Source: an optimization exercise on an open RTL-to-GDS flow (aim: small area). Production flows keep margins and buffers that such runs may drop. The RTL was checked by simulation tests, not by an equivalence proof against the original design. No driver is modelled on the clock port, so clocking that relies on it looks cheaper here than on a real chip.

birch:
Design my_fifo, start of the top module:
module my_fifo #(
                   parameter DATA_W           = 128      ,         
                   parameter DEPTH            = 10      ,         
                   parameter UPP_TH           = 4      ,         
                   parameter LOW_TH           = 2                
                )
                (
                   input                   clk         ,         
                   input                   rstn        ,         
                   input                   i_wren      ,         
                   input  [DATA_W - 1 : 0] i_wrdata    ,         
                   output                  o_alm_full  ,         
                   output                  o_full      ,         
                   input                   i_rden      ,         
                   output [DATA_W - 1 : 0] o_rddata    ,         
                   output                  o_alm_empty ,         
                   output                  o_empty               
                );
localparam CW = $clog2(DEPTH + 1);                
logic [CW - 1 : 0] dcount_rg ;                    
logic [DEPTH - 1 : 0] pol_rg ;                    
wire full_s  = (dcount_rg == DEPTH);
wire empty_s = (dcount_rg == 0);
wire wren_s  = i_wren & ~full_s;
wire rden_s  = i_rden & ~empty_s;
  ...
Settings: LEC_CHECK=0, CAP_MARGIN=20, CORE_MARGIN=2, CORE_UTILIZATION=40, CTS_BUF_LIST=sky130_fd_sc_hd__clkbuf_16, CTS_CLUSTER_DIAMETER=100, CTS_CLUSTER_SIZE=24, SLEW_MARGIN=20, SYNTH_HIERARCHICAL=1; clock period 5.0 ns.
standard.sh (not shown) runs the stock make flow with config.mk's settings and CLKGATE_MAP_FILE= SYNTH_SCRIPT=/design/flow/synth_recipe.tcl, a recipe that flattens the netlist after the stock synthesis.
==> flow/flow/run.sh <==
#!/bin/bash
# The standard layout (standard.sh) with two changes:
#  - each port is buffered by the smallest buffer (buf_1) instead of the cell buffer_ports picks;
#  - after clock tree synthesis, flow/downsize.tcl gives each upsized non-clock cell the smallest
#    drive strength that keeps slew, capacitance and timing within margins (area recovery).
# ORFS writes each step's full log under orfs/logs/; make's own output goes to standard.log.
set -euo pipefail
export BUFFER_PORTS_ARGS="-buffer_cell sky130_fd_sc_hd__buf_1"
export POST_CTS_TCL="$PWD/flow/downsize.tcl"
bash standard.sh > standard.log 2>&1
==> flow/flow/downsize.tcl <==
# Area recovery after CTS: give each upsized non-clock cell the smallest drive strength of its
# kind that keeps every max-slew and max-capacitance check at least 20% below its limit (the
# margin ORFS's own repair aims for), setup slack at least 0.3 ns and hold slack at least 0.
# Placement-estimated parasitics; the repair after global routing fixes what the estimate missed.
estimate_parasitics -placement
proc ds_ok {} {
  if {[sta::max_slew_check_slack_limit] < min(0.2, $::ds_slew0)} { return 0 }
  if {[sta::max_capacitance_check_slack_limit] < min(0.2, $::ds_cap0)} { return 0 }
  if {[sta::worst_slack_cmd max] < min(0.3e-9, $::ds_setup0)} { return 0 }
  if {[sta::worst_slack_cmd min] < min(0.0, $::ds_hold0)} { return 0 }
  return 1
}
set ::ds_slew0 [sta::max_slew_check_slack_limit]
set ::ds_cap0 [sta::max_capacitance_check_slack_limit]
set ::ds_setup0 [sta::worst_slack_cmd max]
set ::ds_hold0 [sta::worst_slack_cmd min]
puts "downsize: before: slew slack/limit $::ds_slew0, capacitance slack/limit $::ds_cap0, setup slack $::ds_setup0, hold slack $::ds_hold0"
set ds_saved 0.0
set ds_before [ds_ok]
puts "downsize: design ok before: $ds_before"
foreach inst [get_cells *] {
  set ref [get_property $inst ref_name]
  if {![regexp {^(sky130_fd_sc_hd__[a-z0-9]+)_([0-9]+)$} $ref -> base sz]} { continue }
  if {$sz <= 1} { continue }
  if {[regexp {__(clk|df|edf|sdf|dl|tap|fill|decap|conb|diode)} $base]} { continue }
  set dbi [[ord::get_db_block] findInst [get_full_name $inst]]
  if {[$dbi isFixed]} { continue }
  set cur [[$dbi getMaster] getName]
  set a0 [expr {[[$dbi getMaster] getWidth] * [[$dbi getMaster] getHeight] / 1e6}]
  foreach s {0 1 2 3 4 6 8 12} {
    if {$s >= $sz} { break }
    set cand ${base}_$s
    set m [[ord::get_db] findMaster $cand]
    if {$m eq "NULL" || $m eq ""} { continue }
    if {[llength [get_lib_cells -quiet */$cand]] == 0} { continue }
    set lc [get_lib_cells */$cand]
    if {[get_property $lc dont_use]} { continue }
    replace_cell $inst $cand
    if {[ds_ok]} {
      set a1 [expr {[$m getWidth] * [$m getHeight] / 1e6}]
      set ds_saved [expr {$ds_saved + $a0 - $a1}]
      break
    }
    replace_cell $inst $cur
  }
}
puts "downsize: saved $ds_saved um2"
detailed_placement
check_placement
In summary, birch completed successfully, with a layout that passed the timing, design-rule and antenna checks.
For maple, these inputs were changed with respect to birch:
Settings: removing CTS_CLUSTER_SIZE (formerly 24); removing CTS_BUF_LIST (formerly sky130_fd_sc_hd__clkbuf_16); removing CTS_CLUSTER_DIAMETER (formerly 100).
==> flow/flow/run.sh <==
#!/bin/bash
# The standard layout (standard.sh) with three changes:
#  - each port is buffered by the smallest buffer (buf_1) instead of the cell buffer_ports picks;
#  - clock tree synthesis builds the tree from buf_12 cells, clusters of at most 26 sinks
#    within 100 um, and no dummy loads;
#  - after clock tree synthesis, flow/downsize.tcl gives each upsized non-clock cell the smallest
#    drive strength that keeps slew, capacitance and timing within margins (area recovery).
# ORFS writes each step's full log under orfs/logs/; make's own output goes to standard.log.
set -euo pipefail
export BUFFER_PORTS_ARGS="-buffer_cell sky130_fd_sc_hd__buf_1"
export CTS_ARGS="-sink_clustering_enable -repair_clock_nets -dont_use_dummy_load -buf_list sky130_fd_sc_hd__buf_12 -sink_clustering_size 26 -sink_clustering_max_diameter 100"
export POST_CTS_TCL="$PWD/flow/downsize.tcl"
bash standard.sh > standard.log 2>&1
-- flow/flow/downsize.tcl --
<<< birch, line 2
# kind that keeps every max-slew and max-capacitance check at least 20% below its limit (the
# margin ORFS's own repair aims for), setup slack at least 0.3 ns and hold slack at least 0.
# Placement-estimated parasitics; the repair after global routing fixes what the estimate missed.
estimate_parasitics -placement
proc ds_ok {} {
>>> maple, line 2
# kind that keeps every max-slew and max-capacitance check at least 20% below its limit (the
# margin ORFS's own repair aims for), setup slack at least 0.3 ns and hold slack at least 0.
# Cells on clock nets are left alone. Placement-estimated parasitics; the repair after global
# routing fixes what the estimate missed.
estimate_parasitics -placement
proc ds_ok {} {
<<< birch, line 26
  set dbi [[ord::get_db_block] findInst [get_full_name $inst]]
  if {[$dbi isFixed]} { continue }
  set cur [[$dbi getMaster] getName]
  set a0 [expr {[[$dbi getMaster] getWidth] * [[$dbi getMaster] getHeight] / 1e6}]
>>> maple, line 27
  set dbi [[ord::get_db_block] findInst [get_full_name $inst]]
  if {[$dbi isFixed]} { continue }
  set on_clock 0
  foreach it [$dbi getITerms] {
    set n [$it getNet]
    if {$n ne "NULL" && $n ne "" && [$n getSigType] eq "CLOCK"} { set on_clock 1 }
  }
  if {$on_clock} { continue }
  set cur [[$dbi getMaster] getName]
  set a0 [expr {[[$dbi getMaster] getWidth] * [[$dbi getMaster] getHeight] / 1e6}]
- Changes observed in maple relative to birch: final instance area fell by 440 µm², largest vdd supply drop rose by 0.0042 mV, worst slew margin relative to its limit rose by 2.0 points.

## separate check: timing with driven ports
No port has a modelled driver above. Below, the same layouts with a new extraction and two added sets of constraints.
Step 1 (the two cells are an assumption about what drives the block):
set clk [get_ports {clk}]
set_driving_cell -lib_cell sky130_fd_sc_hd__clkbuf_16 $clk
set_driving_cell -lib_cell sky130_fd_sc_hd__buf_2 [delete_from_list [all_inputs] $clk]
Step 2, shift: input delay + t, output delay - t, t = (earliest + latest rising clock arrival at the registers) / 2. This alone moves slack from input paths to output paths.
Three values: ideal ports, drivers, drivers and shift; two values: the first two.
run	shift t [ns]	setup slack, ns	worst setup path after step 2	pins driven straight from the clock port
birch	0.734	0.490 / 0.490 / 0.490	register to register	1
maple	0.663	0.490 / 0.490 / 0.490	register to register	1
After both steps every run listed still meets setup and hold.
